Source: an optimization exercise on an open RTL-to-GDS flow (aim: small area). Production flows keep margins and buffers that such runs may drop. For this run, only the layout was checked, not whether the RTL still works. Power is estimated from default activity; no workload was simulated.

==> design/flow/design.v <==
module counters
(
  input wire rst, clk, inc, freeze,
  output wire [29:0] disp
);
reg [3:0] c0, c1, c2, c4, c6, c7;
reg [2:0] c3, c5;
reg [29:0] d;
wire w0 = (c0 == 4'd9);
wire w1 = (c1 == 4'd9);
wire w2 = (c2 == 4'd9);
wire w3 = (c3 == 3'd5);
wire w4 = (c4 == 4'd9);
wire w5 = (c5 == 3'd5);
wire w6 = (c6 == 4'd9);
wire w7 = (c7 == 4'd9);
wire i0 = inc;
wire i1 = i0 & w0;
wire i2 = i1 & w1;
wire i3 = i2 & w2;
wire i4 = i3 & w3;
wire i5 = i4 & w4;
wire i6 = i5 & w5;
wire i7 = i6 & w6;
wire [3:0] n0 = i0 ? (w0 ? 4'd0 : c0 + 4'd1) : c0;
wire [3:0] n1 = i1 ? (w1 ? 4'd0 : c1 + 4'd1) : c1;
wire [3:0] n2 = i2 ? (w2 ? 4'd0 : c2 + 4'd1) : c2;
wire [2:0] n3 = i3 ? (w3 ? 3'd0 : c3 + 3'd1) : c3;
wire [3:0] n4 = i4 ? (w4 ? 4'd0 : c4 + 4'd1) : c4;
wire [2:0] n5 = i5 ? (w5 ? 3'd0 : c5 + 3'd1) : c5;
wire [3:0] n6 = i6 ? (w6 ? 4'd0 : c6 + 4'd1) : c6;
wire [3:0] n7 = i7 ? (w7 ? 4'd0 : c7 + 4'd1) : c7;
always @(posedge clk or posedge rst) begin
  if (rst) begin
    c0 <= 4'd0; c1 <= 4'd0; c2 <= 4'd0; c3 <= 3'd0;
    c4 <= 4'd0; c5 <= 3'd0; c6 <= 4'd0; c7 <= 4'd0;
  end else begin
    c0 <= n0; c1 <= n1; c2 <= n2; c3 <= n3;
    c4 <= n4; c5 <= n5; c6 <= n6; c7 <= n7;
  end
end
always @(posedge clk) begin
  if (!freeze)
    d <= {n7, n6, n5, n4, n3, n2, n1, n0};
end
assign disp = d;
endmodule
module dcm
(
  input wire rst, clk,
  output wire tick_cent, tick_500ms, tick_scan
);
reg [1:0] j;     
reg [1:0] m;     
reg [5:0] c50;   
always @(posedge clk or posedge rst) begin
  if (rst) begin
    j <= 2'b00;
    m <= 2'b00;
    c50 <= 6'd0;
  end else begin
    j <= {j[0], ~j[1]};
    m <= {m[0], ~(m[0] | m[1])};
    if (tick_cent)
      c50 <= (c50 == 6'd49) ? 6'd0 : c50 + 6'd1;
  end
end
assign tick_cent  = ~j[1] & j[0];
assign tick_500ms = j[1] & ~j[0] & (c50 == 6'd25);
assign tick_scan  = m[1] & ~(j[1] ^ j[0]);
endmodule
module dspl_drv_NexysA7
(
  input clock, reset, tick, light,
  input [29:0] digits,
  output [7:0] an, dec_cat
);
  reg [2:0] s;
  reg [3:0] sel;
  reg lit;
  reg [3:0] dig;
  always @* begin
    case (s)
      3'd0: dig = digits[3:0];
      3'd1: dig = digits[7:4];
      3'd2: dig = digits[11:8];
      3'd3: dig = {1'b0, digits[14:12]};
      3'd4: dig = digits[18:15];
      3'd5: dig = {1'b0, digits[21:19]};
      3'd6: dig = digits[25:22];
      default: dig = digits[29:26];
    endcase
  end
  always @(posedge clock or posedge reset) begin
    if (reset) begin
      s <= 3'd0;
      sel <= 4'd0;
      lit <= 1'b0;
    end else if (tick) begin
      s <= s + 3'd1;
      sel <= dig;
      lit <= light;
    end
  end
  genvar i;
  generate
    for (i = 0; i < 8; i = i + 1) begin : g_an
      assign an[i] = ~(lit & (s == ((i + 1) % 8)));
    end
  endgenerate
  reg [6:0] seg;
  always @* begin
    case (sel)
      4'h0 : seg = 7'b0000001;
      4'h1 : seg = 7'b1001111;
      4'h2 : seg = 7'b0010010;
      4'h3 : seg = 7'b0000110;
      4'h4 : seg = 7'b1001100;
      4'h5 : seg = 7'b0100100;
      4'h6 : seg = 7'b0100000;
      4'h7 : seg = 7'b0001111;
      4'h8 : seg = 7'b0000000;
      4'h9 : seg = 7'b0000100;
      default : seg = 7'b0111000;
    endcase
  end
  assign dec_cat = {seg, 1'b1};
endmodule
module dm
(
    input wire rst, clk, tick_500ms, splitcheck,
    output wire freeze_next, light
);
reg splitswitch, lightswitch;
always @(posedge clk or posedge rst) begin
  if (rst)
    splitswitch <= 1'b0;
  else
    splitswitch <= splitswitch ^ splitcheck;
end
always @(posedge clk or posedge rst) begin
  if (rst)
    lightswitch <= 1'b1;
  else if (tick_500ms)
    lightswitch <= ~splitswitch | ~lightswitch;
end
assign freeze_next = splitswitch ^ splitcheck;
assign light = lightswitch;
endmodule
module edge_detector_sintese
(
  input clk, rst, din,
  output rising,  
  output held0    
);
  reg [4:0] st;
  always @(posedge clk or posedge rst) begin
    if (rst)
      st <= 5'd0;
    else if (st == 5'd0)
      st <= {4'd0, din};
    else if (st == 5'd23)
      st <= din ? 5'd23 : 5'd0;
    else
      st <= st + 5'd1;
  end
  assign rising = (st == 5'd1);
  assign held0  = (st == 5'd2);
endmodule
module top
(
    input wire clk, rst, start, stop, split,
    output wire [7:0] an, dec_ddp
);
wire start_ed, stop_ed, split_ed, split_h0;
wire start_h0, stop_h0;
wire tick_cent, tick_500ms, tick_scan;
wire freeze_next, light;
wire [29:0] disp;
edge_detector_sintese ed_start (.clk(clk), .rst(rst), .din(start), .rising(start_ed), .held0(start_h0));
edge_detector_sintese ed_stop  (.clk(clk), .rst(rst), .din(stop),  .rising(stop_ed),  .held0(stop_h0));
edge_detector_sintese ed_split (.clk(clk), .rst(rst), .din(split), .rising(split_ed), .held0(split_h0));
dcm dcm (.rst(rst), .clk(clk), .tick_cent(tick_cent), .tick_500ms(tick_500ms), .tick_scan(tick_scan));
reg on, en;
wire in_split = en & split_h0;
always @(posedge clk or posedge rst) begin
    if (rst) begin
        on <= 1'b0;
        en <= 1'b0;
    end else begin
        on <= on ? (in_split | ~stop_ed) : start_ed;
        en <= on;
    end
end
counters counters (.rst(rst), .clk(clk), .inc(tick_cent & en), .freeze(freeze_next), .disp(disp));
dm dm (.rst(rst), .clk(clk), .tick_500ms(tick_500ms), .splitcheck(split_ed),
       .freeze_next(freeze_next), .light(light));
dspl_drv_NexysA7 driver (.clock(clk), .reset(rst), .tick(tick_scan), .light(light),
                         .digits(disp), .an(an), .dec_cat(dec_ddp));
endmodule
==> design/flow/run.sh <==
#!/bin/bash
# synth_recipe.tcl (not shown) runs the flow's synth.tcl, then flattens the netlist and writes it again
# the make line also repeats each setting of config.mk as NAME=value (left out here)
make -C /OpenROAD-flow-scripts/flow DESIGN_CONFIG=/design/flow/config.mk WORK_HOME=/design/flow/orfs CLKGATE_MAP_FILE= SYNTH_SCRIPT=/design/flow/synth_recipe.tcl finish
==> design/flow/config.mk <==
export PLATFORM = sky130hd
export DESIGN_NAME = top
export DESIGN_NICKNAME = top
export VERILOG_FILES = /design/flow/design.v
export SDC_FILE = /design/flow/constraint.sdc
export NUM_CORES = 4
export LEC_CHECK = 0
export CAP_MARGIN = 20
export CORE_MARGIN = 2
export CORE_UTILIZATION = 40
export SLEW_MARGIN = 20
==> design/flow/constraint.sdc <==
create_clock -name core_clock -period 10.0 [get_ports {clk}]
set_input_delay 2.0000 -clock core_clock [delete_from_list [all_inputs] [get_ports {clk}]]
set_output_delay 2.0000 -clock core_clock [all_outputs]
set_load 0.01 [all_outputs]
==> summary.txt <==
run status complete, no violations; portion of synthesized cell area occupied by the leading cell type 34.7%; cell taking the most area after synthesis sky130_fd_sc_hd__dfrtp_1; netlist area before placement 4750 um2; number of warnings printed during yosys synthesis 6; Synth Instances 443; clock-pin slew on the worst setup and hold paths about 70 ps; Tightest Pin Transition around 900 ps; leading post-synthesis cells by cell area sky130_fd_sc_hd__dfrtp_1 35%, sky130_fd_sc_hd__edfxtp_1 19%, sky130_fd_sc_hd__ha_1 6.6%, sky130_fd_sc_hd__nand2_1 3.9%, sky130_fd_sc_hd__inv_1 2.6%; Post-synth top flop sky130_fd_sc_hd__dfrtp_1; Die Ht 113 um; category of the critical setup timing path register to primary output; clock tree from TritonCTS done; cell count after placement 590; skew final 10.5 ps; core region area 11,500 um2; via count 3,118; worst max-slew margin expressed relative to the limit between 40% and 50%; number of antenna violations at the first check in global routing 0; ANT nets after route 0; number of buffers added on ports 19; buffer type at the clock tree root sky130_fd_sc_hd__clkbuf_16; arrival time at the worst endpoint slightly above 2000 ps; total nets after synthesis around 470; final net count 488; net load switching power between 400 and 500 uW; type of element launching the critical path register; post-synthesis sequential area ratio 54.3%; Data required, critical path about 8000 ps; footprint of the multi-input gates 1990 um2; Routed WL 8440 um; post-route clock period utilization 40.4%; critical path capture point type primary output; buffers inserted during post-CTS setup optimization 0; quantity of gates resized following cts 0; Max FO, Critical Path 4; detailed-route DRC error count 0; CTS Buf Count 9; Clock Latency Late Sink 340 ps; Layout fillers 1,065; Sum Neg Setup Slack 0 ps; unrepaired setup endpoints after global routing no; number of max-slew violations in the final report 0; leakage power of the design 2.31 nW; Sw Share around a third; number of flops mapped to enable cells by yosys 30; part of the total power dissipated in combinational logic 26.4%; Min Hold Slack roughly 380 ps; HPWL after detailed placement approximately 6000 um; clock sink count 97; fraction of registers with async set/reset 69.1%; initial drt markers 230; number of different library cells in the post-synthesis netlist between 50 and 60; area overhead of the layout relative to synthesis 12.7%; number of synthesized register bits 97; share of cells above drive strength 1 7.34%; Post-CTS Hold Fix Bufs 0; Layout Cells excl Fill roughly 610; global-route wire length before repair 14,800 um; number of optimization iterations in the first detailed-route pass 15; Chip Width ~110 um; maximum count of clock buffers along a single path 2; register-to-register setup slack roughly 7000 ps; final number of hold-violating endpoints 0; internal power summed over all cells slightly below 900 uW; maximum vdd ir drop approximately 0.00011 V; H-tree levels 3; power share of the sequential group 49.3%; Std-Cell Rows 39; WL/cell 13.9 um; Final Wtd Congestion 0.794; Total Routing Usage GR 14.6%; power share of the clock group 24.3%; IO Pins 21; number of global-route vias before repair 3,050; worst hold-check path type register to register; footprint of the flip-flops and latches 2580 um2; area of the die 12,800 um2; drt via density around 5.1; total of endpoints with negative setup slack in the final report 0; total of max-cap violations 0; syn avg cell area 10.7 um2; total congestion overflow after global routing 0; initial cell density of the core 41.3%; maximum frequency from static timing analysis ~0.25 GHz; PD cells 248 nW/um2; shortest clock period the worst path allows after layout 4040 ps; count of inserted antenna diode cells 0; pin count of the biggest net entering global routing about 70; overall power consumption ~1.3 mW
[power by group through the flow]
stage	Sequential, mW	Combinational, mW	Clock (mW)
after floorplan	0.621	0.256	0
after global placement	0.661	0.343	0
after detailed placement	0.661	0.354	0
after CTS	0.655	0.356	0.332
after global routing	0.673	0.401	0.350
final	0.653	0.351	0.322
[metrics by stage]
step                instance area [um2]  setup WS [ps]  util (%)
floorplan                          4750           6320         -
global placement                   5080           6370      44.1
detailed placement                 5080           6310      44.1
CTS                                5360           5940      46.5
global route                       5360           5800      46.5
finish                             5360           5960      46.5
[synth_stat cells (6+ instances only)]
master and n:
sky130_fd_sc_hd__nand2_1 50, sky130_fd_sc_hd__nor3_1 8, sky130_fd_sc_hd__a21oi_1 17, sky130_fd_sc_hd__clkbuf_1 14
sky130_fd_sc_hd__o21ai_0 23, sky130_fd_sc_hd__ha_1 25, sky130_fd_sc_hd__xor2_1 7, sky130_fd_sc_hd__xnor2_1 12
sky130_fd_sc_hd__nand3_1 15, sky130_fd_sc_hd__edfxtp_1 30, sky130_fd_sc_hd__a22o_1 6, sky130_fd_sc_hd__mux2i_1 6
sky130_fd_sc_hd__inv_1 33, sky130_fd_sc_hd__nor2_1 32, sky130_fd_sc_hd__mux2_2 7, sky130_fd_sc_hd__nand2b_1 8
sky130_fd_sc_hd__dfrtp_1 66
[cells in the final DEF, fill, tap and decap left out, types with 9 or more instances in the layout]
cell type | Yosys | final
sky130_fd_sc_hd__ha_1 | 25 | 25
sky130_fd_sc_hd__nand2_1 | 50 | 50
sky130_fd_sc_hd__xnor2_1 | 12 | 11
sky130_fd_sc_hd__clkdlybuf4s50_1 | 0 | 19
sky130_fd_sc_hd__o21ai_0 | 23 | 23
sky130_fd_sc_hd__nand3_1 | 15 | 15
sky130_fd_sc_hd__clkbuf_16 | 0 | 9
sky130_fd_sc_hd__dfrtp_1 | 66 | 66
sky130_fd_sc_hd__edfxtp_1 | 30 | 30
sky130_fd_sc_hd__inv_1 | 33 | 32
sky130_fd_sc_hd__a21oi_1 | 17 | 17
sky130_fd_sc_hd__nor2_1 | 32 | 32
[registers in the layout, indices dropped and copies added, names as in the netlist, 2 cells and up]
register / count
counters.c1: 4
driver.s: 3
ed_stop.st: 5
counters.d: 30
ed_split.st: 5
counters.c6: 4
counters.c7: 4
counters.c2: 4
counters.c5: 3
ed_start.st: 5
counters.c4: 4
dcm.j: 2
counters.c3: 3
driver.sel: 4
dcm.c50: 6
counters.c0: 4
dcm.m: 2
[cells by family (layout without fill, tap and decap cells)]
family,Yosys count,after routing,synth area share (%)
compound gates,81,81,11.2
simple gates,155,155,16.8
flops,97,97,54.3
xor+xnor,19,19,3.50
other cells,1,1,0.0789
fa+ha+maj,25,25,6.58
buf+inv,50,70,4.05
mux,15,15,3.55
[routing by layer]
metal | vias up | part of all wire (%) | global-route usage [%]
li1 | 1591 | - | -
met1 | 1466 | 50 | 20.6
met2 | 49 | 45 | 21.7
met3 | 12 | 3.4 | 2.95
met4 | 0 | 1.5 | 7.07
met5 | - | 0 | 0
[worst max-delay path, cell delays in order (launching register included)]
cell and delay, ps:
sky130_fd_sc_hd__dfrtp_1 390, sky130_fd_sc_hd__inv_1 100, sky130_fd_sc_hd__ha_1 320, sky130_fd_sc_hd__a21oi_1 170, sky130_fd_sc_hd__nor2_1 60, sky130_fd_sc_hd__a21oi_1 120
sky130_fd_sc_hd__clkdlybuf4s50_1 550
[cell type report]
| cell class | count | share of cell area [%] |
|---|---|---|
| well taps | 143 | 3.34 |
| inverters | 33 | 2.31 |
| repair buffers | 21 | 3.83 |
| multi-input cells | 296 | 37.1 |
| flip-flops and latches | 97 | 48.1 |
| clock inverters | 4 | 0.444 |
| clock buffers | 12 | 4.79 |
[worst paths after layout]
| check | from | end | cells after the start |
|---|---|---|---|
| worst max-delay path | driver.sel[0]$_DFFE_PP0P_ | dec_ddp[4] | 6 |
| worst min-delay path | dcm.m[0]$_DFF_PP0_ | dcm.m[1]$_DFF_PP0_ | 0 |
| worst max register to register | dcm.j[1]$_DFF_PP0_ | counters.d[14]$_DFFE_PN_ | 6 |
| worst min register to register | dcm.m[0]$_DFF_PP0_ | dcm.m[1]$_DFF_PP0_ | 0 |
| max in group asynchronous | rst | driver.lit$_DFFE_PP0P_ | 3 |
| min in group asynchronous | rst | counters.c4[3]$_DFF_PP0_ | 3 |

==> static timing again, ports no longer ideal <==
The results above use ideal ports. As a check the final layout listed here was re-extracted and re-timed, cells and wires unchanged. Step 1, drivers: a clkbuf_16 drives clk and a buf_2 each remaining input, both assumed. Step 2 times the ports against the registers' clock, not the clock port: input delays grow and output delays shrink by t, the midpoint of the rising clock arrivals with the driver on. Slacks: ideal / step 1 / step 2; pairs: ideal / step 1.
t (ns): 0.375
setup slack, ns: 5.960 / 5.921 / 6.296
worst hold slack (ns): 0.381 / 0.381 / 0.381
worst register clock-pin slew, ns: 0.07 / 0.07
cell pins on the clock port's net: 1
After both steps this run still meets setup and hold. The setup slack of this run moves by -0.039 ns with the drivers and by +0.336 ns with both steps.
